This is an optimization exercise on Yosys and OpenROAD, whose aim is small area, a short achievable clock period and few clock cycles, not a production implementation. Function was checked by simulation only, so behaviour that the tests miss may differ from the original. The clock cells of runs 4 to 8 come from the design's own scripts or RTL, not from TritonCTS. The clock port is modelled as an ideal driver, which makes a skipped or thinned clock tree look cheaper than it is; a real chip needs a root buffer or a tree. Power figures rest on the tool's default switching activity, not on a simulated workload.

==> flow/design.v (outline; a module is shown in full before it is edited, if it fits) <==
// module MyDesign: 226 lines
// module booth_enc: 9 lines
// module mul_tree: 1379 lines
// module fa_cell: 4 lines
// module xnor_cell: 3 lines
// module bsel_cell: 3 lines
// module ha_cell: 4 lines
// module bk_add: 150 lines
module MyDesign(
  input wire reset_n                      ,  
  input wire clk                          ,
  input wire dut_valid                    , 
  output wire dut_ready                   ,
  output wire                           dut__tb__sram_input_write_enable  ,
  output wire [16-1 : 0     ]   dut__tb__sram_input_write_address ,
  output wire [32-1 : 0     ]   dut__tb__sram_input_write_data    ,
  output wire [16-1 : 0     ]   dut__tb__sram_input_read_address  , 
  input  wire signed [32-1 : 0     ]   tb__dut__sram_input_read_data     ,     
  output wire                           dut__tb__sram_weight_write_enable  ,
  output wire [16-1 : 0     ]   dut__tb__sram_weight_write_address ,
  output wire [32-1 : 0     ]   dut__tb__sram_weight_write_data    ,
  output wire [16-1 : 0     ]   dut__tb__sram_weight_read_address  , 
  input  wire signed [32-1 : 0     ]   tb__dut__sram_weight_read_data     ,     
  output wire                           dut__tb__sram_result_write_enable  ,
  output wire [16-1 : 0     ]   dut__tb__sram_result_write_address ,
  output wire signed [32-1 : 0     ]   dut__tb__sram_result_write_data    ,
  output wire [16-1 : 0     ]   dut__tb__sram_result_read_address  , 
  input  wire signed [32-1 : 0     ]   tb__dut__sram_result_read_data     ,     
  output wire                           dut__tb__sram_scratchpad_write_enable  ,
  output wire [16-1 : 0     ]   dut__tb__sram_scratchpad_write_address ,
  output wire signed [32-1 : 0     ]   dut__tb__sram_scratchpad_write_data    ,
  output wire [16-1 : 0     ]   dut__tb__sram_scratchpad_read_address  , 
  input  wire signed [32-1 : 0     ]   tb__dut__sram_scratchpad_read_data  
);
  // ...
==> flow/flow/run.sh <==
#!/bin/bash
# Layout flow: the standard flow (standard.sh) with three changes to how the
# layout is made: port buffers use the small sky130_fd_sc_hd__buf_1 cell, and
# timing repair aims for extra setup slack so that the achieved period shrinks,
# and the constant outputs share one tie cell (SKIP_REPAIR_TIE_FANOUT).
# The clock period and constraints are the standard flow's own (constraint.sdc).
set -euo pipefail
bash standard.sh finish \
  "BUFFER_PORTS_ARGS=-buffer_cell sky130_fd_sc_hd__buf_1" \
  "SETUP_SLACK_MARGIN=11.7" \
  "SKIP_REPAIR_TIE_FANOUT=1" \
  > standard.log 2>&1
==> flow/standard.sh <==
#!/bin/bash
# synth_recipe.tcl (not shown) runs the flow's synth.tcl, then flattens the netlist and writes it again
# the make line also repeats each setting of config.mk as NAME=value (left out here)
make -C /OpenROAD-flow-scripts/flow DESIGN_CONFIG=/design/flow/config.mk WORK_HOME=/design/flow/orfs CLKGATE_MAP_FILE= SYNTH_SCRIPT=/design/flow/synth_recipe.tcl "${@:-finish}"
==> flow/config.mk <==
export PLATFORM = sky130hd
export DESIGN_NAME = MyDesign
export DESIGN_NICKNAME = MyDesign
export VERILOG_FILES = /design/flow/design.v
export SDC_FILE = /design/flow/constraint.sdc
export NUM_CORES = 4
export LEC_CHECK = 0
export CAP_MARGIN = 20
export CORE_MARGIN = 2
export CORE_UTILIZATION = 40
export CTS_CLUSTER_DIAMETER = 100
export CTS_CLUSTER_SIZE = 20
export SLEW_MARGIN = 20
export SYNTH_HIERARCHICAL = 1
export SYNTH_MINIMUM_KEEP_SIZE = 0
==> flow/constraint.sdc <==
create_clock -name core_clock -period 16.0 [get_ports {clk}]
set_input_delay 3.2000 -clock core_clock [delete_from_list [all_inputs] [get_ports {clk}]]
set_output_delay 3.2000 -clock core_clock [all_outputs]
set_load 0.01 [all_outputs]
==> run_results.csv, run 1 <==
group,metric,value,unit
pwr,seq-power,1.24,mW
final_layout,register_area,6880,µm²
yosys,synth_top_area_cell,"fa_1",
drt,wl_met1,32.06,mm
floorplan,core.rowCount,92,
setup_path,cp_max_fo,4,
sta,holdWs,0.4343,ns
pwr,p_leak,10.34,nW
drt,wl_met2,32.29,mm
setup_path,r2r_slack,11.87,ns
sta,fin_crit_sh,0.2679,
clock_tree,clockRootBuffer,"clkbuf_16",
floorplan,fp.dieW,257.3,µm
status,outcome,"complete, no violations",
sta,period_minus_slack,4.286,ns
sta,report.final.setup_viol,0,
final_layout,nClkBuffers,31,
setup_path,r2r_start,"opb[4]",
setup_path,endpoint_kind,"output port",
final_layout,numSequentialCells,298,
placed_design,dp_slack,11.60,ns
sta,tightest_slew,1.172,ns
setup_path,worst-path-stages,1,
grt,gr-usage-all-layers,0.2143,
sta,fin_worst_skew,0.03398,ns
worst_hold_path,min_to,"wcnt[0]",
pwr,p_comb_frac,0.637,
placed_design,portBuffers,269,
final_layout,biggestCellCategory,"multi-input gates",
yosys,synth_mux_area_frac,0.03958,
floorplan,n_tap_cell,846,
Testbench counts, summed over its fixed seeds: cycles 88,723.
==> run 2, diff against run 1 <==
--- a/flow/flow/run.sh
+++ b/flow/flow/run.sh
@@ -9,3 +9,3 @@
   "BUFFER_PORTS_ARGS=-buffer_cell sky130_fd_sc_hd__buf_1" \
-  "SETUP_SLACK_MARGIN=11.7" \
+  "SETUP_SLACK_MARGIN=11.6" \
   "SKIP_REPAIR_TIE_FANOUT=1" \
==> run_results.csv, run 2 <==
group,metric,value,unit
status,outcome,"complete, no violations",
floorplan,core.rowCount,92,
floorplan,io_pins,392,
clock_tree,cts_buffers,22,
sta,relSlewSlack,0.2411,
worst_hold_path,hp-start,"f1",
final_layout,area_growth,3.222,%
floorplan,die_area,66210,µm²
setup_path,worstPathCellList,"buf_1",
floorplan,die_h,257.3,µm
yosys,synthArstFlopShare,0,
final_layout,final_cell_mix,"308 x xnor2_1, 280 x o22ai_1, 264 x buf_1",
setup_path,r2r_start,"bnone[3]",
grt,antenna_found_initial,5,
yosys,synth_compound_area_frac,0.1458,
yosys,synth_edf_count,73,
setup_path,crit_type,"reg2out",
sta,tightest_slew,1.137,ns
drt,drc,0,
pwr,vdd_ir_drop_max,106.2,µV
setup_path,r2r_slack,11.81,ns
yosys,synth_top_area_cell,"fa_1",
setup_path,r2r-end,"c_r[31]",
sta,fmax,229.3,MHz
final_layout,fin_area,26500,µm²
yosys,synth_common_cells,"308 x xnor2_1, 280 x o22ai_1, 260 x fa_1",
drt,finalWirelength,71.69,mm
clock_tree,clockRootBuffer,"clkbuf_16",
final_layout,drive_gt1_frac,0.07403,
final_layout,nets,3010,
floorplan,fp.dieW,257.3,µm
clock_tree,cts_max_level,1,
yosys,synth_mux_area_frac,0.03958,
drt,antenna_left,0,
yosys,synth_top_family_by_area,"adder cells",
yosys,ys.flop_type,"dfxtp_1",
placed_design,portBuffers,269,
drt,wl_per_cell,21.24,µm
setup_path,crit_buf_inv,1,
clock_tree,clock_sink_count,298,
yosys,yosys_warnings,7,
final_layout,post-route-util,0.4185,
sta,fin_worst_skew,0.03582,ns
drt,dr_total_vias,19005,
setup_path,crit_slowest_cell,"dfxtp_1",
clock_tree,clk-insertion-delay-late,0.57,ns
clock_tree,clk_path_buf_depth,3,
placed_design,place_area,25720,µm²
clock_tree,cts_tree,"done",
grt,globalRouteOverflowTotal,0,
yosys,syn_nets,3015,
grt,grt_max_degree,124,
pwr,p_leak,9.693,nW
setup_path,cp.required,12.80,ns
yosys,synth-seq-area-share,0.2609,
yosys,syn_avg_cell_area,10.19,µm²
clock_tree,clk_pin_slew,0.08,ns
grt,grt_pass1_vias,19393,
setup_path,cp-start-kind,"flop",
yosys,netlist-cell-type-count,77,
yosys,synthCells,2518,
setup_path,r2r_cells,7,
worst_hold_path,hold_class,"reg2reg",
sta,hold_viol,0,
sta,period_minus_slack,4.361,ns
flow_run,maxCapViolations,0,
placed_design,dp.final_hpwl,54.48,mm
setup_path,cpPeakStageDelay,0.42,ns
worst_hold_path,min_delay_path_depth,1,
final_layout,fin_cells,3375,
yosys,ys_ff_latch,298,
sta,fin_crit_sh,0.2726,
yosys,synth_xor_area_frac,0.1177,
pwr,power,4.946,mW
floorplan,initial_core_util,0.4054,
yosys,synth.top_cell.area_share,0.2028,
yosys,synth_area_leaders,"fa_1 20%, dfxtp_1 18%, xnor2_1 11%",
yosys,synth-adder-area-share,0.2544,
final_layout,layout_commonest_cell,"xnor2_1",
setup_path,cp.arrival,1.16,ns
pwr,power_per_cell_area,186.7,nW/µm²
sta,drv_slew,0,
placed_design,dp.cells,3334,
sta,setup_tns,0,ns
worst_hold_path,min_to,"f2",
grt,gr-usage-all-layers,0.2134,
yosys,synth.most_common_cell,"xnor2_1",
placed_design,place_congestion,0.9168,
drt,drtIter0Drc,1717,
grt,grt_pass1_wl,112.1,mm
yosys,synth_area,25670,µm²
floorplan,coreArea,63310,µm²
sta,report.final.setup_viol,0,
yosys,yosys.area_share.simple,0.08316,
setup_path,cpLargestDelayFamily,"flip-flops",
drt,vias_per_cell,5.631,
setup_path,cp_max_fo,3,
drt,first_pass_iters,6,
setup_path,endpoint_kind,"output port",
sta,rsz0062_at_grt,"true",
run 2: cell families after synthesis:
family,after synthesis
AO/OA/AOI/OAI,588
XOR/XNOR,345
adder cells (fa/ha/maj),366
buffers and inverters,402
flip-flops,298
multiplexers,93
other,2
AND/OR/NAND/NOR,424
run 2: timing repair:
item / 4_1_cts / 5_1_grt
hold buffers: 0 / 0
endpoints found under the setup margin: 43 / 27
buffers inserted: 0 / 1
pin swaps: 0 / 0
gates cloned: 0 / 0
gates resized for setup: 24 / 22
run 2: worst register-to-register path: stages, from the launching register on:
cell	delay, ns
dfxtp_1	0.97
o22ai_1	0.22
fa_1	0.50
fa_1	0.59
fa_1	0.46
fa_1	0.40
fa_1	0.51
fa_1	0.40
run 2: Yosys stat by module (local to each module, per instance):
module,cells inside,area (µm²),copies in the design,flip-flops and latches
bk_add,151,1286,1,0
mul_tree,81,544.3,1,0
fa_cell,1,20.02,242,0
bsel_cell,1,6.256,272,0
booth_enc,93,631.9,1,0
MyDesign,1377,13900,1,298
xnor_cell,1,8.758,272,0
ha_cell,1,12.51,30,0
run 2: power breakdown:
group	switching (mW)	internal (mW)
logic	1.71	1.44
clock network	0.302	0.267
registers	0.200	1.03
run 2: per-layer routing:
| layer | wire, µm | vias up | GRT usage |
|---|---|---|---|
| met4 | 2272 | 0 | 0.06615 |
| met5 | 0 | - | 0 |
| li1 | - | 8652 | - |
| met2 | 31770 | 917 | 0.3322 |
| met3 | 6099 | 141 | 0.04137 |
| met1 | 31540 | 9295 | 0.2992 |
run 2: cell type report:
| class | instances | area [µm²] |
|---|---|---|
| Sequential cell | 298 | 6764 |
| Clock buffer | 29 | 576.8 |
| Antenna cell | 3 | 7.507 |
| Inverter | 80 | 300.3 |
| Multi-Input combinational cell | 1818 | 16480 |
| Clock inverter | 8 | 115.1 |
| Timing Repair Buffer | 293 | 1196 |
| Tap cell | 846 | 1059 |
| Fill cell | 6139 | 36820 |
run 2: how the worst max path moves through the flow:
stage | slack [ns] | to | from | cells past startpoint
2_1_floorplan | 11.64 | c_r[31] | bneg[4] | 9
3_3_place_gp | 11.72 | c_r[31] | bneg[0] | 8
3_5_place_dp | 11.64 | c_r[31] | bneg[0] | 8
4_1_cts | 11.60 | dut__tb__sram_input_read_address[0] | a_addr[0] | 1
5_1_grt | 11.59 | dut__tb__sram_result_read_address[3] | a_addr[3] | 1
6_report | 11.64 | dut__tb__sram_scratchpad_write_data[5] | acc[5] | 1
run 2: per-stage QoR:
| step | hold WS (ns) | setup slack, ns |
|---|---|---|
| 2_1_floorplan | 0.3992 | 11.64 |
| 3_3_place_gp | 0.4081 | 11.72 |
| 3_5_place_dp | 0.4187 | 11.64 |
| 4_1_cts | 0.4401 | 11.60 |
| 5_1_grt | 0.4477 | 11.59 |
| 6_report | 0.4370 | 11.64 |
==> run 3, diff against run 2 <==
==> flow/flow/run.sh (replaced) <==
#!/bin/bash
# Layout flow: the standard flow (standard.sh) with these changes to how the
# layout is made:
# - port buffers use the small sky130_fd_sc_hd__buf_1 cell;
# - timing repair aims for extra setup slack so that the achieved period shrinks;
# - the constant outputs share one tie cell (SKIP_REPAIR_TIE_FANOUT);
# - the clock tree is built by flow/manual_cts.tcl (root buffer plus one level
#   of leaf buffers, no intended skew) before ORFS's CTS step, which then adds
#   nothing (it is limited to the clock port's net, already buffered).
# The clock period and constraints are the standard flow's own (constraint.sdc).
set -euo pipefail
here="$(pwd)"
bash standard.sh finish \
  "BUFFER_PORTS_ARGS=-buffer_cell sky130_fd_sc_hd__buf_1" \
  "SETUP_SLACK_MARGIN=11.6" \
  "SKIP_REPAIR_TIE_FANOUT=1" \
  "PRE_CTS_TCL=${here}/flow/manual_cts.tcl" \
  "CTS_ARGS=-clk_nets clk -sink_clustering_enable -repair_clock_nets" \
  > standard.log 2>&1
==> flow/flow/manual_cts.tcl (new file) <==
# Clock tree built by hand before ORFS's CTS step (PRE_CTS_TCL): the clock port
# drives one root clkbuf_16, which drives NX*NY leaf clkbuf_16 cells, each
# feeding the flip-flops of one region of the placement (regions of equal
# flip-flop count, NX columns by NY rows). Every flip-flop sees the same two
# buffers, so the tree has no intended skew; it only has one level fewer than
# TritonCTS's H-tree. ORFS's CTS step then runs with -clk_nets clk, finds the
# clock port already buffered and adds nothing; its timing repair and
# placement legalisation run as usual.
set NX 3
set NY 4
set db [ord::get_db]
set block [[$db getChip] getBlock]
set clknet [$block findNet clk]
set pts {}
foreach it [$clknet getITerms] {
  set b [[$it getInst] getBBox]
  lappend pts [list $it [expr {([$b xMin] + [$b xMax]) / 2}] [expr {([$b yMin] + [$b yMax]) / 2}]]
}
puts "manual CTS: [llength $pts] clock sinks"
set pts [lsort -integer -index 1 $pts]
set per [expr {int(ceil([llength $pts] / double($NX)))}]
set clusters {}
for {set c 0} {$c < $NX} {incr c} {
  set col [lsort -integer -index 2 [lrange $pts [expr {$c * $per}] [expr {($c + 1) * $per - 1}]]]
  set per2 [expr {int(ceil([llength $col] / double($NY)))}]
  for {set r 0} {$r < $NY} {incr r} {
    set cl [lrange $col [expr {$r * $per2}] [expr {($r + 1) * $per2 - 1}]]
    if {[llength $cl]} { lappend clusters $cl }
  }
}
set buf [$db findMaster sky130_fd_sc_hd__clkbuf_16]
set root [odb::dbInst_create $block $buf "ctsm_root"]
set rootnet [odb::dbNet_create $block "ctsm_root_net"]
$rootnet setSigType CLOCK
set sx 0
set sy 0
foreach p $pts {
  set sx [expr {$sx + [lindex $p 1]}]
  set sy [expr {$sy + [lindex $p 2]}]
}
$root setLocation [expr {$sx / [llength $pts]}] [expr {$sy / [llength $pts]}]
$root setPlacementStatus PLACED
[$root findITerm A] connect $clknet
[$root findITerm X] connect $rootnet
set i 0
foreach cl $clusters {
  set lb [odb::dbInst_create $block $buf "ctsm_leaf_$i"]
  set ln [odb::dbNet_create $block "ctsm_leaf_net_$i"]
  $ln setSigType CLOCK
  set sx 0
  set sy 0
  foreach p $cl {
    set sx [expr {$sx + [lindex $p 1]}]
    set sy [expr {$sy + [lindex $p 2]}]
  }
  $lb setLocation [expr {$sx / [llength $cl]}] [expr {$sy / [llength $cl]}]
  $lb setPlacementStatus PLACED
  [$lb findITerm A] connect $rootnet
  [$lb findITerm X] connect $ln
  foreach p $cl {
    set it [lindex $p 0]
    $it disconnect
    $it connect $ln
  }
  incr i
}
puts "manual CTS: 1 root and $i leaf buffers"
detailed_placement
set_propagated_clock [all_clocks]
==> run_results.csv, run 3 <==
group,metric,value,unit
clock_tree,clk_pin_slew,0.11,ns
final_layout,layout_commonest_cell,"xnor2_1",
worst_hold_path,min_delay_path_depth,1,
yosys,synth.most_common_cell,"xnor2_1",
status,outcome,"complete, no violations",
sta,fin_crit_sh,0.2721,
placed_design,dp_slack,11.64,ns
setup_path,cp-start-kind,"flop",
pwr,p_sw_frac,0.4521,
drt,finalWirelength,71.34,mm
grt,grt_pass1_vias,19244,
final_layout,drive_gt1_frac,0.05838,
placed_design,dp.final_hpwl,54.48,mm
floorplan,fp.dieW,257.3,µm
clock_tree,postCtsSetupBuffers,0,
yosys,synth_top_area_cell,"fa_1",
setup_path,cp.arrival,1.15,ns
sta,setup_tns,0,ns
floorplan,core.rowCount,92,
sta,fmax,229.7,MHz
setup_path,crit_type,"reg2out",
drt,drc,0,
setup_path,cpLargestDelayFamily,"flip-flops",
floorplan,io_pins,392,
yosys,netlist-cell-type-count,77,
sta,hold_viol,0,
yosys,yosys_warnings,7,
drt,vias_per_cell,5.647,
final_layout,area_growth,1.604,%
setup_path,endpoint_kind,"output port",
pwr,clockPowerShare,0.083,
grt,grt_max_degree,124,
sta,setup_ws,11.65,ns
sta,report.final.setup_viol,0,
yosys,ys.flop_type,"dfxtp_1",
setup_path,crit_slowest_cell,"dfxtp_1",
drt,wl_per_cell,21.30,µm
floorplan,die_area,66210,µm²
yosys,synth-seq-area-share,0.2609,
sta,fin_worst_skew,0.01602,ns
pwr,p_leak,9.493,nW
grt,grt_pass1_wl,111.4,mm
yosys,synthArstFlopShare,0,
sta,period_minus_slack,4.353,ns
drt,antenna_left,0,
floorplan,coreArea,63310,µm²
yosys,syn_avg_cell_area,10.19,µm²
pwr,power,4.766,mW
setup_path,cp.required,12.80,ns
grt,globalRouteOverflowTotal,0,
sta,rsz0062_at_grt,"true",
setup_path,worst-path-stages,1,
floorplan,die_h,257.3,µm
yosys,synthCells,2518,
setup_path,r2r_cells,8,
sta,drv_slew,0,
pwr,p_comb_frac,0.660,
setup_path,cp_max_fo,3,
sta,relSlewSlack,0.2113,
setup_path,crit_buf_inv,1,
yosys,synth_edf_count,73,
grt,gr-usage-all-layers,0.2102,
placed_design,place_area,25720,µm²
yosys,ys_ff_latch,298,
placed_design,portBuffers,269,
worst_hold_path,hold_class,"reg2reg",
final_layout,nets,3000,
yosys,synth_common_cells,"308 x xnor2_1, 280 x o22ai_1, 260 x fa_1",
final_layout,final_cell_mix,"308 x xnor2_1, 280 x o22ai_1, 269 x buf_1",
sta,holdWs,0.4393,ns
sta,tightest_slew,1.181,ns
floorplan,initial_core_util,0.4054,
placed_design,place_congestion,0.9168,
yosys,synth_area_leaders,"fa_1 20%, dfxtp_1 18%, xnor2_1 11%",
final_layout,fin_area,26080,µm²
setup_path,cpPeakStageDelay,0.45,ns
pwr,internal_power,2.611,mW
drt,dr_total_vias,18916,
yosys,syn_nets,3015,
pwr,vdd_ir_drop_max,106.4,µV
clock_tree,clk-insertion-delay-late,0.51,ns
setup_path,worstPathCellList,"buf_1",
grt,antenna_found_initial,5,
drt,first_pass_iters,6,
yosys,synth.top_cell.area_share,0.2028,
yosys,synth_area,25670,µm²
pwr,seqPwrFrac,0.258,
clock_tree,ctsHoldBuffers,0,
drt,drtIter0Drc,1653,
pwr,p_switching,2.155,mW
flow_run,maxCapViolations,0,
pwr,power_per_cell_area,182.7,nW/µm²
## run 3: cell counts after synthesis
No cell type changed its count.
## run 3: layout make-up
type / count / area, µm²
Timing Repair Buffer: 292 / 1182
Sequential cell: 298 / 6729
Antenna cell: 3 / 7.507
Tap cell: 846 / 1059
Buffer: 13 / 325.3
Fill cell: 6177 / 37230
Inverter: 80 / 300.3
Multi-Input combinational cell: 1818 / 16480
## run 3: modules after synthesis (local to each module, per instance)
module	flops+latches	cells	copies in the design
mul_tree	0	81	1
xnor_cell	0	1	272
MyDesign	298	1377	1
booth_enc	0	93	1
ha_cell	0	1	30
bsel_cell	0	1	272
fa_cell	0	1	242
bk_add	0	151	1
## run 3: cells by family after synthesis
family | after synthesis | synth area share
fa+ha+maj | 366 | 0.2544
xor+xnor | 345 | 0.1177
flops | 298 | 0.2609
mux | 93 | 0.03958
compound gates | 588 | 0.1458
simple gates | 424 | 0.08316
other cells | 2 | 0.0002926
buf+inv | 402 | 0.09807
## run 3: path summary, 6_finish.rpt
kind	start	to	slack, ns
worst min register to register	wcnt[0]	wcnt[0]	0.44
worst max register to register	bneg[3]	c_r[31]	11.75
worst max-delay path	b_addr[0]	dut__tb__sram_scratchpad_read_address[0]	11.65
worst min-delay path	wcnt[0]	wcnt[0]	0.44
## run 3: layer usage
layer / routed length (µm) / track usage / share of wire / vias to the layer above
li1: - / - / - / 8638
met1: 31420 / 0.2993 / 0.44 / 9253
met2: 31790 / 0.3320 / 0.45 / 908
met3: 6162 / 0.03605 / 0.086 / 117
met4: 1973 / 0.05090 / 0.028 / 0
met5: 0 / 0 / 0 / -
## run 3: timing repair
item | CTS | global route
gates cloned | 0 | 0
endpoints found under the setup margin | 15 | 14
hold endpoints to repair | 0 | 0
gates resized for setup | 8 | 10
## run 3: power groups by stage
stage	clock (mW)	combinational [mW]	sequential [mW]
after detailed placement	0	3.19	1.25
after global placement	0	3.08	1.24
final	0.394	3.14	1.23
after global routing	0.429	3.66	1.25
after floorplan	0	3.31	1.22
after CTS	0.406	3.20	1.23
## run 3: metrics by stage
stage          cells    util
6_report        3350  0.4119
3_5_place_dp    3334  0.4062
2_1_floorplan   2518       -
5_1_grt         3350  0.4119
4_1_cts         3347  0.4115
3_3_place_gp    3334  0.4061
==> run 4, diff against run 3 <==
==> flow/flow/run.sh (replaced) <==
#!/bin/bash
# Layout flow: the standard flow (standard.sh) with these changes to how the
# layout is made:
# - port buffers use the small sky130_fd_sc_hd__buf_1 cell;
# - timing repair aims for extra setup slack so that the achieved period shrinks;
# - the constant outputs share one tie cell (SKIP_REPAIR_TIE_FANOUT);
# - after ORFS's CTS step, flow/manual_cts.tcl replaces TritonCTS's clock tree
#   with a flatter one (root buffers plus one level of leaf buffers, no
#   intended skew), then legalises placement and repairs timing again.
# The clock period and constraints are the standard flow's own (constraint.sdc).
set -euo pipefail
here="$(pwd)"
bash standard.sh finish \
  "BUFFER_PORTS_ARGS=-buffer_cell sky130_fd_sc_hd__buf_1" \
  "SETUP_SLACK_MARGIN=11.8" \
  "SKIP_REPAIR_TIE_FANOUT=1" \
  "POST_CTS_TCL=${here}/flow/manual_cts.tcl" \
  > standard.log 2>&1
==> flow/flow/manual_cts.tcl (replaced) <==
# Clock tree rebuilt by hand after ORFS's CTS step (POST_CTS_TCL). The tree
# TritonCTS built (an H-tree: root, branch and leaf buffers, plus dummy loads)
# is taken out, and the clock port instead drives NROOT root clkbuf_16 cells;
# each root drives the leaf clkbuf_16 cells of NX/NROOT columns of regions, and
# each leaf feeds the flip-flops of one region of the placement (regions of
# equal flip-flop count, NX columns by NY rows). Every flip-flop sees the same
# two buffers, so the tree has no intended skew; it has one level fewer than
# the H-tree. Then placement is legalised and timing repaired again, as the
# CTS step does after its own tree.
set NX 4
set NY 4
set NROOT 4
set db [ord::get_db]
set block [[$db getChip] getBlock]
set clknet [$block findNet clk]
# take out the tree TritonCTS built: every buffer or inverter reached from the
# clock port, and the nets they drive; collect the flip-flop clock pins
set sinks {}
set todo [list $clknet]
set tree_insts {}
set tree_nets {}
while {[llength $todo]} {
  set net [lindex $todo 0]
  set todo [lrange $todo 1 end]
  foreach it [$net getITerms] {
    if {![$it isInputSignal]} { continue }
    set inst [$it getInst]
    set mname [[$inst getMaster] getName]
    set is_buf 0
    foreach pat {clkbuf_* clkinv* clkdlybuf* buf_* bufbuf_* bufinv_* inv_* dlygate* dlymetal*} {
      if {[string match "sky130_fd_sc_hd__$pat" $mname]} { set is_buf 1 }
    }
    if {$is_buf} {
      lappend tree_insts $inst
      foreach ot [$inst getITerms] {
        if {[$ot isOutputSignal] && [$ot getNet] ne "NULL"} {
          lappend todo [$ot getNet]
          lappend tree_nets [$ot getNet]
        }
      }
    } else {
      lappend sinks $it
    }
  }
}
puts "manual CTS: removing [llength $tree_insts] clock tree cells, [llength $sinks] clock sinks"
foreach it $sinks { $it disconnect }
foreach inst $tree_insts { odb::dbInst_destroy $inst }
foreach net $tree_nets { odb::dbNet_destroy $net }
set pts {}
foreach it $sinks {
  set b [[$it getInst] getBBox]
  lappend pts [list $it [expr {([$b xMin] + [$b xMax]) / 2}] [expr {([$b yMin] + [$b yMax]) / 2}]]
}
puts "manual CTS: [llength $pts] clock sinks"
set pts [lsort -integer -index 1 $pts]
set per [expr {int(ceil([llength $pts] / double($NX)))}]
set clusters {}
for {set c 0} {$c < $NX} {incr c} {
  set col [lsort -integer -index 2 [lrange $pts [expr {$c * $per}] [expr {($c + 1) * $per - 1}]]]
  set per2 [expr {int(ceil([llength $col] / double($NY)))}]
  for {set r 0} {$r < $NY} {incr r} {
    set cl [lrange $col [expr {$r * $per2}] [expr {($r + 1) * $per2 - 1}]]
    if {[llength $cl]} { lappend clusters $cl }
  }
}
set buf [$db findMaster sky130_fd_sc_hd__clkbuf_16]
# leaf locations: centroids of the regions
set leaves {}
foreach cl $clusters {
  set sx 0
  set sy 0
  foreach p $cl {
    set sx [expr {$sx + [lindex $p 1]}]
    set sy [expr {$sy + [lindex $p 2]}]
  }
  lappend leaves [list [expr {$sx / [llength $cl]}] [expr {$sy / [llength $cl]}] $cl]
}
# regions come column by column, NY per column; root r takes NX/NROOT columns
set per_root [expr {[llength $leaves] / $NROOT}]
set i 0
for {set r 0} {$r < $NROOT} {incr r} {
  set group [lrange $leaves [expr {$r * $per_root}] [expr {($r + 1) * $per_root - 1}]]
  set root [odb::dbInst_create $block $buf "ctsm_root_$r"]
  set rootnet [odb::dbNet_create $block "ctsm_root_net_$r"]
  $rootnet setSigType CLOCK
  set sx 0
  set sy 0
  foreach l $group {
    set sx [expr {$sx + [lindex $l 0]}]
    set sy [expr {$sy + [lindex $l 1]}]
  }
  $root setLocation [expr {$sx / [llength $group]}] [expr {$sy / [llength $group]}]
  $root setPlacementStatus PLACED
  [$root findITerm A] connect $clknet
  [$root findITerm X] connect $rootnet
  foreach l $group {
    set lb [odb::dbInst_create $block $buf "ctsm_leaf_$i"]
    set ln [odb::dbNet_create $block "ctsm_leaf_net_$i"]
    $ln setSigType CLOCK
    $lb setLocation [lindex $l 0] [lindex $l 1]
    $lb setPlacementStatus PLACED
    [$lb findITerm A] connect $rootnet
    [$lb findITerm X] connect $ln
    foreach p [lindex $l 2] {
      [lindex $p 0] connect $ln
    }
    incr i
  }
}
puts "manual CTS: $NROOT root and $i leaf buffers"
set_propagated_clock [all_clocks]
detailed_placement
estimate_parasitics -placement
repair_timing_helper
detailed_placement
check_placement -verbose
==> run_results.csv, run 4 <==
group,metric,value,unit
placed_design,dp.cells,3334,
clock_tree,clock_sink_count,298,
placed_design,place_area,25720,µm²
pwr,vdd_ir_drop_max,89.11,µV
floorplan,core.rowCount,92,
yosys,synth_edf_count,73,
sta,fmax,240.1,MHz
floorplan,coreArea,63310,µm²
drt,first_pass_iters,5,
final_layout,final_cell_mix,"308 x xnor2_1, 280 x o22ai_1, 260 x fa_1",
grt,antenna_found_initial,7,
yosys,synth_common_cells,"308 x xnor2_1, 280 x o22ai_1, 260 x fa_1",
setup_path,crit_type,"reg2reg",
yosys,synth.top_cell.area_share,0.2028,
yosys,synth_area,25670,µm²
final_layout,area_growth,7.916,%
yosys,synthArstFlopShare,0,
yosys,synth.most_common_cell,"xnor2_1",
drt,vias_per_cell,5.671,
sta,fin_worst_skew,0.03731,ns
yosys,synth_area_leaders,"fa_1 20%, dfxtp_1 18%, xnor2_1 11%",
floorplan,io_pins,392,
yosys,ys_ff_latch,298,
flow_run,maxCapViolations,0,
drt,drc,0,
pwr,p_comb_frac,0.653,
pwr,clockPowerShare,0.096,
status,outcome,"complete, no violations",
placed_design,dp.final_hpwl,54.50,mm
floorplan,fp.dieW,257.3,µm
sta,relSlewSlack,0.2429,
final_layout,fin_cells,3396,
sta,drv_slew,0,
drt,wl_per_cell,21.72,µm
sta,fin_crit_sh,0.2604,
yosys,syn_avg_cell_area,10.19,µm²
pwr,power_per_cell_area,181.4,nW/µm²
yosys,yosys_warnings,7,
sta,setup_tns,0,ns
sta,hold_viol,0,
sta,setup_ws,11.83,ns
pwr,internal_power,2.832,mW
sta,period_minus_slack,4.166,ns
yosys,synth_top_area_cell,"fa_1",
setup_path,cp-start-kind,"flop",
final_layout,drive_gt1_frac,0.1555,
sta,tightest_slew,1.134,ns
final_layout,nets,3045,
placed_design,portBuffers,269,
pwr,seqPwrFrac,0.251,
grt,globalRouteOverflowTotal,0,
drt,dr_total_vias,19258,
sta,report.final.setup_viol,0,
worst_hold_path,hold_class,"reg2reg",
grt,grt_pass1_wl,113.9,mm
grt,grt_pass1_vias,19595,
final_layout,layout_commonest_cell,"xnor2_1",
floorplan,die_h,257.3,µm
setup_path,cp.arrival,4.37,ns
clock_tree,clk_pin_slew,0.09,ns
yosys,syn_nets,3015,
final_layout,fin_area,27700,µm²
sta,rsz0062_at_grt,"true",
floorplan,initial_core_util,0.4054,
yosys,synthCells,2518,
placed_design,place_congestion,0.9203,
pwr,p_sw_frac,0.4365,
clock_tree,clk-insertion-delay-late,0.34,ns
setup_path,cp_max_fo,18,
pwr,p_leak,10.48,nW
drt,finalWirelength,73.76,mm
setup_path,cp.required,16.21,ns
drt,antenna_left,0,
drt,drtIter0Drc,1711,
grt,grt_max_degree,124,
pwr,p_switching,2.194,mW
yosys,synth-seq-area-share,0.2609,
yosys,netlist-cell-type-count,77,
setup_path,endpoint_kind,"flop",
floorplan,die_area,66210,µm²
yosys,ys.flop_type,"dfxtp_1",
grt,gr-usage-all-layers,0.2179,
placed_design,dp_slack,11.68,ns
[run 4: logic make-up (layout without fill, tap and decap cells)]
family                     count (synthesis)  in the layout  share of synthesized area
buffers and inverters                    402            430                    0.09807
DFF                                      298            298                     0.2609
and+or+nand+nor                          424            424                    0.08316
xor gates and xnor gates                 345            345                     0.1177
adders and majority gates                366            366                     0.2544
muxes                                     93             93                    0.03958
AOI/OAI and AO/OA                        588            588                     0.1458
other                                      2              6                  0.0002926
[run 4: metal layers]
layer  share of wire  wire, µm  vias to the layer above  GRT usage
met4           0.034      2485                        2    0.07225
met2            0.45     32920                      926     0.3422
met5         0.00018        13                        -          0
met3           0.074      5489                      127    0.03182
met1            0.45     32860                     9480     0.3079
li1                -         -                     8723          -
[run 4: modules after synthesis, one instance, submodules excluded, a selection]
module	area, µm²	flip-flops and latches
bk_add	1286	0
bsel_cell	6.256	0
booth_enc	631.9	0
MyDesign	13900	298
mul_tree	544.3	0
ha_cell	12.51	0
fa_cell	20.02	0
[run 4: final cells by class]
cell class                      count  area [µm²]
Fill cell                        5988       35610
Multi-Input combinational cell   1818       16480
Sequential cell                   298        6893
Timing Repair Buffer              330        2461
Tap cell                          846        1059
Buffer                             20       500.5
Inverter                           80       300.3
Antenna cell                        4       10.01
[run 4: worst paths after layout]
check,from,to,slack (ns),cells past startpoint
worst max-delay path,bneg[8],c_r[31],11.83,8
worst min register to register,wcnt[0],wcnt[0],0.43,1
worst max register to register,bneg[8],c_r[31],11.83,8
worst min-delay path,wcnt[0],wcnt[0],0.43,1
[run 4: worst max-delay path, stage by stage, from the launching register on]
cell and delay, ns:
dfxtp_1 0.99, xnor2_1 0.23, o22ai_1 0.12, ha_1 0.37, fa_1 0.49, fa_1 0.51
fa_1 0.41, fa_1 0.52, fa_1 0.40
[run 4: per-stage QoR]
| stage | hold slack, ns | power (mW) | utilization |
|---|---|---|---|
| after floorplan | 0.3992 | 4.527 | - |
| after detailed placement | 0.4163 | 4.428 | 0.4062 |
| after global routing | 0.4478 | 5.580 | 0.4375 |
| final | 0.4289 | 5.026 | 0.4375 |
| after global placement | 0.4086 | 4.331 | 0.4061 |
[run 4: power by group through the flow]
stage | clock network, mW | registers (mW) | logic, mW
after floorplan | 0 | 1.22 | 3.31
after global placement | 0 | 1.25 | 3.08
after detailed placement | 0 | 1.25 | 3.18
after global routing | 0.516 | 1.29 | 3.78
final | 0.480 | 1.26 | 3.28
==> run 5, diff against run 4 <==
--- a/flow/flow/run.sh
+++ b/flow/flow/run.sh
@@ -14,3 +14,3 @@
   "BUFFER_PORTS_ARGS=-buffer_cell sky130_fd_sc_hd__buf_1" \
-  "SETUP_SLACK_MARGIN=11.8" \
+  "SETUP_SLACK_MARGIN=11.7" \
   "SKIP_REPAIR_TIE_FANOUT=1" \
==> run_results.csv, run 5 <==
group,metric,value,unit
setup_path,worstPathCellList,"xnor2_1, o22ai_1, fa_1, fa_1, fa_1, fa_1, fa_1",
floorplan,initial_core_util,0.4054,
setup_path,cpPeakStageDelay,1.10,ns
setup_path,cp.arrival,4.33,ns
setup_path,crit_slowest_cell,"dfxtp_1",
drt,drc,0,
status,outcome,"complete, no violations",
grt,grt_use_met2,0.3357,
yosys,ys_ff_latch,298,
setup_path,endpoint,"c_r[31]",
drt,antenna_left,0,
yosys,ys.flop_type,"dfxtp_1",
setup_path,cp-start-kind,"flop",
yosys,synth_area,25670,µm²
final_layout,final_cell_mix,"308 x xnor2_1, 280 x o22ai_1, 260 x fa_1",
yosys,synth-seq-area-share,0.2609,
drt,wl_per_cell,21.53,µm
final_layout,layout_commonest_cell,"xnor2_1",
yosys,synth-adder-area-share,0.2544,
grt,met3_usage,0.03359,
setup_path,r2r_slack,11.88,ns
sta,setup_tns,0,ns
setup_path,r2r_start,"opb[4]",
sta,rsz0062_at_grt,"false",
yosys,synth_compound_area_frac,0.1458,
sta,drv_slew,0,
yosys,syn_nets,3015,
final_layout,area_growth,3.997,%
grt,globalRouteOverflowTotal,0,
setup_path,crit_top_cell,"fa_1",
drt,dr_total_vias,19174,
sta,fin_crit_sh,0.2577,
pwr,vdd_ir_drop_max,108.8,µV
setup_path,r2r-end,"c_r[31]",
grt,grt_pass1_vias,19094,
yosys,synth_common_cells,"308 x xnor2_1, 280 x o22ai_1, 260 x fa_1",
flow_run,maxCapViolations,0,
sta,period_minus_slack,4.124,ns
yosys,synthCells,2518,
setup_path,crit_type,"reg2reg",
pwr,power,4.916,mW
sta,report.final.setup_viol,0,
setup_path,cp.required,16.20,ns
drt,drtIter0Drc,1875,
final_layout,nets,3021,
floorplan,coreArea,63310,µm²
floorplan,core.rowCount,92,
placed_design,portBuffers,269,
grt,antenna_found_initial,7,
grt,grt_pass1_wl,111.7,mm
yosys,netlist-cell-type-count,77,
grt,grt_max_degree,124,
yosys,synth_mux_area_frac,0.03958,
placed_design,dp.final_hpwl,55.02,mm
setup_path,r2r_cells,7,
floorplan,die_area,66210,µm²
sta,fmax,242.5,MHz
floorplan,io_pins,392,
yosys,yosys.area_share.simple,0.08316,
floorplan,fp.dieW,257.3,µm
yosys,synth_xor_area_frac,0.1177,
yosys,synth_edf_count,73,
floorplan,die_h,257.3,µm
worst_hold_path,hold_class,"reg2reg",
sta,hold_viol,0,
sta,tightest_slew,1.181,ns
drt,finalWirelength,72.61,mm
grt,grt.busiest_layer,"met2",
setup_path,cp_max_fo,14,
grt,met1_usage,0.3021,
yosys,syn_avg_cell_area,10.19,µm²
yosys,synthArstFlopShare,0,
yosys,synth_top_area_cell,"fa_1",
clock_tree,clk-insertion-delay-late,0.34,ns
clock_tree,clk_pin_slew,0.08,ns
yosys,synth_area_leaders,"fa_1 20%, dfxtp_1 18%, xnor2_1 11%",
drt,first_pass_iters,6,
yosys,synth.top_cell.area_share,0.2028,
drt,vias_per_cell,5.685,
yosys,synth.most_common_cell,"xnor2_1",
pwr,power_per_cell_area,184.2,nW/µm²
setup_path,startpoint,"opb[4]",
setup_path,endpoint_kind,"flop",
sta,fin_worst_skew,0.03731,ns
placed_design,place_congestion,0.9304,
sta,relSlewSlack,0.2118,
yosys,yosys_warnings,7,
clock_tree,clock_sink_count,298,
yosys,synth_top_family_by_area,"adder cells",
final_layout,drive_gt1_frac,0.1293,
pwr,p_leak,10.12,nW
grt,gr-usage-all-layers,0.2142,
[run 5: changes by cell type in the layout (fill, tap and decap cells not counted), sizes merged]
cell | previous run | this run
buf | 330 | 306
diode | 4 | 5
[run 5: per-layer routing]
metal  vias to the layer above  share of wire  routed length [µm]
met5                         -              0                   0
met4                         0          0.031                2258
met3                       114          0.078                5684
met2                       938           0.44               32290
met1                      9462           0.45               32370
li1                       8660              -                   -
[run 5: layout make-up]
| type | instances | area [µm²] |
|---|---|---|
| Antenna cell | 5 | 12.51 |
| Inverter | 80 | 300.3 |
| Sequential cell | 298 | 6840 |
| Tap cell | 846 | 1059 |
| Multi-Input combinational cell | 1818 | 16480 |
| Buffer | 20 | 500.5 |
| Fill cell | 6129 | 36620 |
| Timing Repair Buffer | 306 | 1500 |
[run 5: where the power goes]
| group | switching [mW] | total (mW) | internal (mW) |
|---|---|---|---|
| sequential | 0.199 | 1.23 | 1.03 |
| combinational | 1.73 | 3.20 | 1.47 |
| clock | 0.256 | 0.481 | 0.225 |
[run 5: kinds of logic after synthesis]
group                    count (synthesis)
other                                    2
multiplexers                            93
AO/OA/AOI/OAI                          588
flip-flops                             298
buffers and inverters                  402
adder cells (fa/ha/maj)                366
XOR/XNOR                               345
AND/OR/NAND/NOR                        424
[run 5: how the worst min path moves through the flow]
stage	startpoint	to	slack, ns	depth (start not counted)
floorplan	wcnt[0]	wcnt[0]	0.40	1
global placement	wcnt[0]	wcnt[0]	0.41	1
finish	wcnt[0]	wcnt[0]	0.43	1
global route	l0	l1	0.45	1
detailed placement	f1	f2	0.42	1
[run 5: critical path: cells and delay by family, from the launching register on]
family | cells | cell delay, ns
adders and majority gates | 5 | 2.40
AOI/OAI and AO/OA | 1 | 0.32
DFF | 1 | 1.10
xor gates and xnor gates | 1 | 0.20
[run 5: through the flow]
step / cell area (µm²) / setup WS (ns) / hold slack (ns) / std cells / util
after detailed placement: 25730 / 11.60 / 0.4186 / 3336 / 0.4065
final: 26690 / 11.88 / 0.4343 / 3373 / 0.4216
after floorplan: 25670 / 11.79 / 0.3992 / 2518 / -
after global routing: 26690 / 11.74 / 0.4498 / 3372 / 0.4216
after global placement: 25730 / 11.71 / 0.4077 / 3336 / 0.4064
[run 5: modules after synthesis, one instance, submodules excluded]
module,flip-flops and latches,cells,area (µm²),times used
mul_tree,0,81,544.3,1
fa_cell,0,1,20.02,242
bsel_cell,0,1,6.256,272
bk_add,0,151,1286,1
MyDesign,298,1377,13900,1
xnor_cell,0,1,8.758,272
booth_enc,0,93,631.9,1
ha_cell,0,1,12.51,30
==> run 6, diff against run 5 <==
--- a/flow/flow/run.sh
+++ b/flow/flow/run.sh
@@ -14,3 +14,3 @@
   "BUFFER_PORTS_ARGS=-buffer_cell sky130_fd_sc_hd__buf_1" \
-  "SETUP_SLACK_MARGIN=11.7" \
+  "SETUP_SLACK_MARGIN=11.75" \
   "SKIP_REPAIR_TIE_FANOUT=1" \
==> run_results.csv, run 6 <==
group,metric,value,unit
status,outcome,"complete, no violations",
yosys,synth.most_common_cell,"xnor2_1",
grt,gr-usage-all-layers,0.2176,
setup_path,startpoint,"opb[4]",
pwr,vdd_ir_drop_max,109.3,µV
sta,rsz0062_at_grt,"true",
grt,globalRouteOverflowTotal,0,
drt,finalWirelength,73.70,mm
final_layout,final_cell_mix,"308 x xnor2_1, 280 x o22ai_1, 260 x fa_1",
setup_path,cp-start-kind,"flop",
sta,fmax,243.5,MHz
final_layout,area_growth,7.643,%
yosys,syn_nets,3015,
yosys,syn_avg_cell_area,10.19,µm²
grt,grt_pass1_wl,113.6,mm
drt,antenna_left,0,
drt,first_pass_iters,6,
floorplan,die_h,257.3,µm
grt,grt_max_degree,124,
sta,relSlewSlack,0.2217,
grt,grt_pass1_vias,19568,
clock_tree,clk-insertion-delay-late,0.34,ns
pwr,power_per_cell_area,181.8,nW/µm²
yosys,synth_area_leaders,"fa_1 20%, dfxtp_1 18%, xnor2_1 11%",
floorplan,core.rowCount,92,
sta,holdWs,0.4346,ns
floorplan,fp.dieW,257.3,µm
floorplan,initial_core_util,0.4054,
clock_tree,clk_pin_slew,0.08,ns
flow_run,maxCapViolations,0,
drt,dr_total_vias,19398,
yosys,yosys_warnings,7,
drt,drtIter0Drc,1963,
yosys,synth_edf_count,73,
sta,report.final.setup_viol,0,
final_layout,drive_gt1_frac,0.1565,
final_layout,nets,3049,
setup_path,cp_max_fo,14,
grt,met3_usage,0.03339,
yosys,synthArstFlopShare,0,
yosys,synth_area,25670,µm²
final_layout,post-route-util,0.4364,
placed_design,place_congestion,0.9304,
grt,grt_use_met2,0.3440,
worst_hold_path,hold_class,"reg2reg",
yosys,synth.top_cell.area_share,0.2028,
clock_tree,clock_sink_count,298,
sta,tightest_slew,1.166,ns
sta,hold_viol,0,
sta,period_minus_slack,4.106,ns
worst_hold_path,hp-start,"wcnt[0]",
setup_path,endpoint_kind,"flop",
setup_path,crit_type,"reg2reg",
placed_design,portBuffers,269,
sta,setup_tns,0,ns
final_layout,layout_commonest_cell,"xnor2_1",
drt,drc,0,
sta,drv_slew,0,
yosys,netlist-cell-type-count,77,
floorplan,coreArea,63310,µm²
yosys,synth_top_area_cell,"fa_1",
setup_path,cp.arrival,4.31,ns
floorplan,die_area,66210,µm²
yosys,ys_ff_latch,298,
grt,met1_usage,0.3042,
yosys,ys.flop_type,"dfxtp_1",
drt,wl_per_cell,21.67,µm
sta,fin_worst_skew,0.03440,ns
setup_path,r2r_start,"opb[4]",
pwr,p_leak,10.47,nW
setup_path,cp.required,16.20,ns
grt,antenna_found_initial,7,
placed_design,dp.final_hpwl,55.02,mm
yosys,synthCells,2518,
floorplan,io_pins,392,
yosys,synth_common_cells,"308 x xnor2_1, 280 x o22ai_1, 260 x fa_1",
yosys,synth-seq-area-share,0.2609,
drt,vias_per_cell,5.704,
grt,grt.busiest_layer,"met2",
sta,fin_crit_sh,0.2566,
run 6: per-layer routing:
| metal | up-vias | share of wire |
|---|---|---|
| met2 | 977 | 0.45 |
| met5 | - | 0 |
| met4 | 0 | 0.031 |
| met3 | 113 | 0.078 |
| met1 | 9586 | 0.44 |
| li1 | 8722 | - |
run 6: area by class of cell:
class,count,area [µm²]
fillers,6014,35680
multi-input cells,1818,16480
flip-flops and latches,298,6892
repair buffers,334,2385
well taps,846,1059
plain buffers,20,500.5
inverters,80,300.3
diodes,5,12.51
run 6: kinds of logic (layout without fill, tap and decap cells):
logic type      count (synthesis)  count (layout)  share of synthesized area
compound gates                588             588                     0.1458
xor+xnor                      345             345                     0.1177
fa+ha+maj                     366             366                     0.2544
buf+inv                       402             434                    0.09807
flops                         298             298                     0.2609
mux                            93              93                    0.03958
other cells                     2               7                  0.0002926
simple gates                  424             424                    0.08316
run 6: path summary, 6_finish.rpt:
| check | endpoint | slack [ns] | cells after the start |
|---|---|---|---|
| min reg2reg | wcnt[0] | 0.43 | 1 |
| max reg2reg | c_r[31] | 11.89 | 7 |
| max | c_r[31] | 11.89 | 7 |
| min | wcnt[0] | 0.43 | 1 |
run 6: stage by stage:
stage / instance area [µm²] / instances / setup slack [ns] / total power [mW]
global placement: 25730 / 3336 / 11.71 / 4.330
floorplan: 25670 / 2518 / 11.79 / 4.527
global route: 27630 / 3400 / 11.73 / 5.598
detailed placement: 25730 / 3336 / 11.60 / 4.451
finish: 27630 / 3401 / 11.89 / 5.024
run 6: report_power, final:
part,internal (mW),total (mW),switching (mW),leakage (nW)
combinational,1.56,3.29,1.73,7.64
sequential,1.04,1.25,0.212,2.59
clock,0.225,0.479,0.255,0.246
total,2.82,5.02,2.20,10.5
run 6: Yosys stat by module (local to each module, per instance):
module / copies in the design / flops+latches / cells inside
bk_add: 1 / 0 / 151
booth_enc: 1 / 0 / 93
bsel_cell: 272 / 0 / 1
xnor_cell: 272 / 0 / 1
MyDesign: 1 / 298 / 1377
fa_cell: 242 / 0 / 1
mul_tree: 1 / 0 / 81
ha_cell: 30 / 0 / 1
run 6: critical path, stage by stage, from the launching register on:
cell and delay [ns]:
dfxtp_1 1.08, xnor2_1 0.21, o22ai_1 0.32, fa_1 0.47, fa_1 0.46, fa_1 0.49, fa_1 0.55, fa_1 0.42
==> run 7, diff against run 6 <==
--- a/flow/flow/run.sh
+++ b/flow/flow/run.sh
@@ -14,3 +14,3 @@
   "BUFFER_PORTS_ARGS=-buffer_cell sky130_fd_sc_hd__buf_1" \
-  "SETUP_SLACK_MARGIN=11.75" \
+  "SETUP_SLACK_MARGIN=11.6" \
   "SKIP_REPAIR_TIE_FANOUT=1" \
--- a/flow/config.mk
+++ b/flow/config.mk
@@ -12,2 +12,3 @@
 export CTS_CLUSTER_SIZE = 20
+export PLACE_DENSITY = 0.8
 export SLEW_MARGIN = 20
==> run_results.csv, run 7 <==
group,metric,value,unit
final_layout,final_cell_mix,"308 x xnor2_1, 280 x o22ai_1, 269 x buf_1",
yosys,synth_area,25670,µm²
final_layout,layout_commonest_cell,"xnor2_1",
sta,drv_slew,0,
setup_path,r2r_cells,8,
grt,grt_max_degree,124,
sta,fin_crit_sh,0.2648,
yosys,synth_edf_count,73,
yosys,yosys_warnings,7,
yosys,synth.top_cell.area_share,0.2028,
grt,gr-usage-all-layers,0.2010,
floorplan,fp.dieW,257.3,µm
setup_path,worstPathCellList,"xnor2_1, o22ai_1, fa_1, fa_1, fa_1, fa_1, fa_1, fa_1",
drt,finalWirelength,68.63,mm
setup_path,cp.required,16.22,ns
setup_path,endpoint_kind,"flop",
placed_design,place_congestion,0.9303,
sta,report.final.setup_viol,0,
floorplan,core.rowCount,92,
placed_design,dp.cells,3334,
clock_tree,clk_pin_slew,0.08,ns
worst_hold_path,min_to,"wcnt[0]",
drt,dr_total_vias,19158,
setup_path,r2r_slack,11.76,ns
yosys,synthCells,2518,
sta,setup_ws,11.76,ns
yosys,synth.most_common_cell,"xnor2_1",
final_layout,multi_input_area,16470,µm²
status,outcome,"complete, no violations",
yosys,synth-seq-area-share,0.2609,
final_layout,fin_cells,3356,
setup_path,r2r_start,"bneg[2]",
clock_tree,clock_sink_count,298,
sta,fmax,236.0,MHz
yosys,netlist-cell-type-count,77,
drt,vias_per_cell,5.709,
yosys,syn_avg_cell_area,10.19,µm²
yosys,ys_ff_latch,298,
sta,setup_tns,0,ns
floorplan,io_pins,392,
sta,tightest_slew,1.079,ns
drt,drtIter0Drc,1930,
grt,grt_pass1_wl,105.7,mm
final_layout,fin_area,26250,µm²
final_layout,area_growth,2.257,%
floorplan,coreArea,63310,µm²
floorplan,die_h,257.3,µm
setup_path,cpLargestDelayFamily,"adder cells",
setup_path,crit_slowest_cell,"dfxtp_2",
final_layout,drive_gt1_frac,0.06021,
sta,rsz0062_at_grt,"true",
placed_design,dp.final_hpwl,52.44,mm
yosys,synth_common_cells,"308 x xnor2_1, 280 x o22ai_1, 260 x fa_1",
pwr,power,4.889,mW
grt,globalRouteOverflowTotal,0,
sta,period_minus_slack,4.237,ns
grt,antenna_found_initial,7,
pwr,power_per_cell_area,186.3,nW/µm²
drt,drc,0,
worst_hold_path,hp-start,"wcnt[0]",
worst_hold_path,min_delay_path_depth,1,
setup_path,r2r-end,"c_r[31]",
placed_design,portBuffers,269,
floorplan,initial_core_util,0.4054,
pwr,p_leak,9.579,nW
setup_path,cp.arrival,4.46,ns
yosys,synthArstFlopShare,0,
sta,relSlewSlack,0.2796,
drt,first_pass_iters,6,
setup_path,crit_type,"reg2reg",
flow_run,maxCapViolations,0,
yosys,syn_nets,3015,
floorplan,die_area,66210,µm²
setup_path,crit_top_cell,"fa_1",
final_layout,register_area,6729,µm²
placed_design,place_area,25710,µm²
setup_path,cp_max_fo,30,
grt,grt_pass1_vias,18781,
setup_path,crit_buf_inv,0,
placed_design,dp_slack,11.65,ns
yosys,ys.flop_type,"dfxtp_1",
drt,antenna_left,0,
setup_path,cp-start-kind,"flop",
pwr,vdd_ir_drop_max,112.2,µV
yosys,synth_top_area_cell,"fa_1",
sta,fin_worst_skew,0.03369,ns
clock_tree,clk-insertion-delay-late,0.34,ns
final_layout,nets,3007,
drt,wl_per_cell,20.45,µm
setup_path,cpPeakStageDelay,0.89,ns
sta,hold_viol,0,
worst_hold_path,hold_class,"reg2reg",
yosys,synth_area_leaders,"fa_1 20%, dfxtp_1 18%, xnor2_1 11%",
final_layout,fillCellCount,6060,
==> run 7: final cells by class <==
type | instances | share of cell area
multi-input cells | 1818 | 0.6276
flip-flops and latches | 298 | 0.2564
repair buffers | 292 | 0.04505
well taps | 846 | 0.04033
plain buffers | 20 | 0.01907
inverters | 80 | 0.01144
diodes | 2 | 0.0001907
==> run 7: cells by family after synthesis <==
logic type,count (synthesis),synth area share
fa+ha+maj,366,0.2544
xor+xnor,345,0.1177
flops,298,0.2609
other cells,2,0.0002926
compound gates,588,0.1458
buf+inv,402,0.09807
simple gates,424,0.08316
mux,93,0.03958
==> run 7: worst max path at each step <==
stage,from,end,slack [ns],depth (start not counted)
detailed placement,bneg[0],c_r[31],11.65,8
floorplan,bneg[4],c_r[31],11.64,9
global placement,bneg[0],c_r[31],11.72,8
global route,bneg[2],c_r[31],11.55,8
finish,bneg[2],c_r[31],11.76,8
==> run 7: power breakdown <==
part | switching [mW] | total [mW] | internal, mW
Combinational | 1.72 | 3.17 | 1.45
Sequential | 0.210 | 1.24 | 1.03
Clock | 0.254 | 0.478 | 0.225
==> run 7: per-module statistics from Yosys, one instance, submodules excluded, excerpt <==
module,flops+latches,area [µm²]
bsel_cell,0,6.256
MyDesign,298,13900
booth_enc,0,631.9
xnor_cell,0,8.758
ha_cell,0,12.51
mul_tree,0,544.3
==> run 7: through the flow <==
step,utilization,hold WS [ns]
2_1_floorplan,-,0.3992
3_3_place_gp,0.4061,0.4064
3_5_place_dp,0.4061,0.4137
5_1_grt,0.4146,0.4437
6_report,0.4146,0.4225
==> run 7: metal layers <==
layer / vias up / GRT usage / part of all wire
li1: 8662 / - / -
met1: 9189 / 0.2786 / 0.42
met2: 1137 / 0.3031 / 0.43
met3: 162 / 0.04610 / 0.11
met4: 8 / 0.07980 / 0.041
met5: - / 0 / 0.00070
==> run 8, diff against run 7 <==
--- a/flow/config.mk
+++ b/flow/config.mk
@@ -12,3 +12,2 @@
 export CTS_CLUSTER_SIZE = 20
-export PLACE_DENSITY = 0.8
 export SLEW_MARGIN = 20
==> run_results.csv, run 8 <==
group,metric,value,unit
status,outcome,"complete, no violations",
sta,setup_tns,0,ns
yosys,synth.top_cell.area_share,0.2028,
drt,drtIter0Drc,1656,
final_layout,fillCellCount,6147,
yosys,synth_top_area_cell,"fa_1",
yosys,netlist-cell-type-count,77,
yosys,syn_avg_cell_area,10.19,µm²
final_layout,area_growth,2.364,%
sta,tightest_slew,1.171,ns
floorplan,io_pins,392,
sta,period_minus_slack,4.192,ns
floorplan,fp.dieW,257.3,µm
yosys,syn_nets,3015,
setup_path,crit_top_cell,"fa_1",
sta,holdWs,0.4344,ns
yosys,synth.most_common_cell,"xnor2_1",
yosys,synth_area,25670,µm²
yosys,yosys_warnings,7,
yosys,synth_common_cells,"308 x xnor2_1, 280 x o22ai_1, 260 x fa_1",
pwr,vdd_ir_drop_max,106.7,µV
setup_path,cpPeakStageDelay,0.97,ns
final_layout,multi_input_area,16480,µm²
drt,wl_per_cell,21.35,µm
placed_design,portBuffers,269,
sta,fmax,238.6,MHz
grt,grt_use_met2,0.3328,
flow_run,maxCapViolations,0,
placed_design,dp.final_hpwl,54.48,mm
floorplan,core.rowCount,92,
placed_design,place_congestion,0.9168,
floorplan,die_h,257.3,µm
drt,drc,0,
drt,finalWirelength,71.69,mm
setup_path,crit_slowest_cell,"dfxtp_1",
grt,grt_pass1_wl,112.0,mm
drt,antenna_left,0,
setup_path,cpLargestDelayFamily,"adder cells",
pwr,power,4.849,mW
sta,fin_crit_sh,0.2620,
pwr,p_leak,9.585,nW
grt,met3_usage,0.03920,
yosys,synthCells,2518,
floorplan,coreArea,63310,µm²
floorplan,initial_core_util,0.4054,
grt,met1_usage,0.2982,
yosys,synthArstFlopShare,0,
yosys,synth_edf_count,73,
yosys,synth-seq-area-share,0.2609,
drt,first_pass_iters,6,
clock_tree,clock_sink_count,298,
final_layout,drive_gt1_frac,0.06579,
sta,fin_worst_skew,0.02636,ns
sta,report.final.setup_viol,0,
yosys,synth_area_leaders,"fa_1 20%, dfxtp_1 18%, xnor2_1 11%",
setup_path,cp.required,16.20,ns
setup_path,crit_buf_inv,0,
setup_path,endpoint_kind,"flop",
setup_path,cp_max_fo,26,
grt,antenna_found_initial,5,
grt,grt_pass1_vias,19334,
grt,globalRouteOverflowTotal,0,
final_layout,register_area,6745,µm²
setup_path,cp.arrival,4.39,ns
grt,gr-usage-all-layers,0.2134,
sta,relSlewSlack,0.2180,
worst_hold_path,hold_class,"reg2reg",
drt,dr_total_vias,18974,
clock_tree,clk-insertion-delay-late,0.33,ns
final_layout,post-route-util,0.4150,
final_layout,final_cell_mix,"308 x xnor2_1, 280 x o22ai_1, 268 x buf_1",
sta,rsz0062_at_grt,"false",
grt,grt_max_degree,124,
grt,grt.busiest_layer,"met2",
pwr,power_per_cell_area,184.5,nW/µm²
setup_path,crit_type,"reg2reg",
yosys,ys_ff_latch,298,
sta,drv_slew,0,
floorplan,die_area,66210,µm²
drt,vias_per_cell,5.650,
clock_tree,clk_pin_slew,0.09,ns
setup_path,worstPathCellList,"o22ai_1, fa_1, fa_1, fa_1, fa_1, fa_1, fa_1",
sta,hold_viol,0,
final_layout,layout_commonest_cell,"xnor2_1",
setup_path,cp-start-kind,"flop",
final_layout,nets,3007,
yosys,ys.flop_type,"dfxtp_1",
## run 8: cell counts after synthesis
Identical to the previous run, type by type.
## run 8: worst paths after layout
kind | slack, ns | endpoint | startpoint | depth (start not counted)
worst min register to register | 0.43 | l2 | l1 | 1
worst min-delay path | 0.43 | l2 | l1 | 1
worst max register to register | 11.81 | c_r[31] | bntwo[3] | 7
worst max-delay path | 11.81 | c_r[31] | bntwo[3] | 7
## run 8: logic make-up (layout without fill, tap and decap cells)
| kind of cell | count (synthesis) | count (layout) | share of synthesized area |
|---|---|---|---|
| flip-flops | 298 | 298 | 0.2609 |
| other | 2 | 6 | 0.0002926 |
| AO/OA/AOI/OAI | 588 | 588 | 0.1458 |
| AND/OR/NAND/NOR | 424 | 424 | 0.08316 |
| buffers and inverters | 402 | 392 | 0.09807 |
| XOR/XNOR | 345 | 345 | 0.1177 |
| multiplexers | 93 | 93 | 0.03958 |
| adder cells (fa/ha/maj) | 366 | 366 | 0.2544 |
## run 8: through the flow
step	area (µm²)	worst slack [ns]	instances
after global placement	25710	11.72	3334
final	26280	11.81	3358
after floorplan	25670	11.64	2518
after detailed placement	25720	11.64	3334
after global routing	26270	11.62	3357
## run 8: Yosys stat by module (local to each module, per instance)
| module | cell area (µm²) | cells | copies in the design |
|---|---|---|---|
| booth_enc | 631.9 | 93 | 1 |
| bsel_cell | 6.256 | 1 | 272 |
| mul_tree | 544.3 | 81 | 1 |
| xnor_cell | 8.758 | 1 | 272 |
| ha_cell | 12.51 | 1 | 30 |
| MyDesign | 13900 | 1377 | 1 |
| fa_cell | 20.02 | 1 | 242 |
| bk_add | 1286 | 151 | 1 |
## run 8: power by group
group / internal [mW] / switching (mW)
clock: 0.224 / 0.251
sequential: 1.03 / 0.199
combinational: 1.44 / 1.71
## run 8: area by class of cell
cell class              count  share of cell area
inverters                  80             0.01143
plain buffers              20             0.01905
multi-input cells        1818              0.6271
diodes                      4           0.0003810
repair buffers            292             0.04505
well taps                 846             0.04029
flip-flops and latches    298              0.2567
## run 8: per-layer routing
metal / up-vias / routed length, µm / part of all wire
met1: 9310 / 31550 / 0.44
li1: 8637 / - / -
met3: 127 / 5784 / 0.081
met4: 0 / 2514 / 0.035
met2: 900 / 31840 / 0.44
met5: - / 0 / 0

## what the ideal ports hide
The flow's constraints put no driver on any port. The routed layouts listed below were extracted and timed again, unchanged, in two steps.
Step 1 assumes that a clkbuf_16 drives the clock port and a buf_2 every other input.
Step 2, shift: input delay + t, output delay - t, t = (earliest + latest rising clock arrival at the registers) / 2. This alone moves slack from input paths to output paths.
a / b / c = ideal / step 1 / step 2; a / b = the first two.
run	t (ns)	setup slack, ns	latest minus earliest clock arrival (ns)	worst register clock-pin slew, ns
run 1	0.613	11.714 / 11.651 / 11.852	0.034 / 0.034	0.10 / 0.10
run 2	0.619	11.639 / 11.575 / 11.801	0.036 / 0.037	0.09 / 0.09
run 3	0.565	11.647 / 11.588 / 11.747	0.023 / 0.023	0.11 / 0.11
run 4	0.435	11.834 / 11.832 / 11.806	0.039 / 0.038	0.09 / 0.09
run 5	0.441	11.876 / 11.810 / 11.850	0.038 / 0.038	0.10 / 0.10
run 6	0.438	11.894 / 11.828 / 11.855	0.035 / 0.035	0.10 / 0.10
run 7	0.425	11.763 / 11.705 / 11.763	0.034 / 0.033	0.10 / 0.10
run 8	0.433	11.808 / 11.734 / 11.808	0.026 / 0.026	0.09 / 0.09
After both steps setup and hold are still met in every run listed. The setup slack of run 6, which loses most, moves by -0.066 ns with the drivers and by -0.039 ns with both steps.
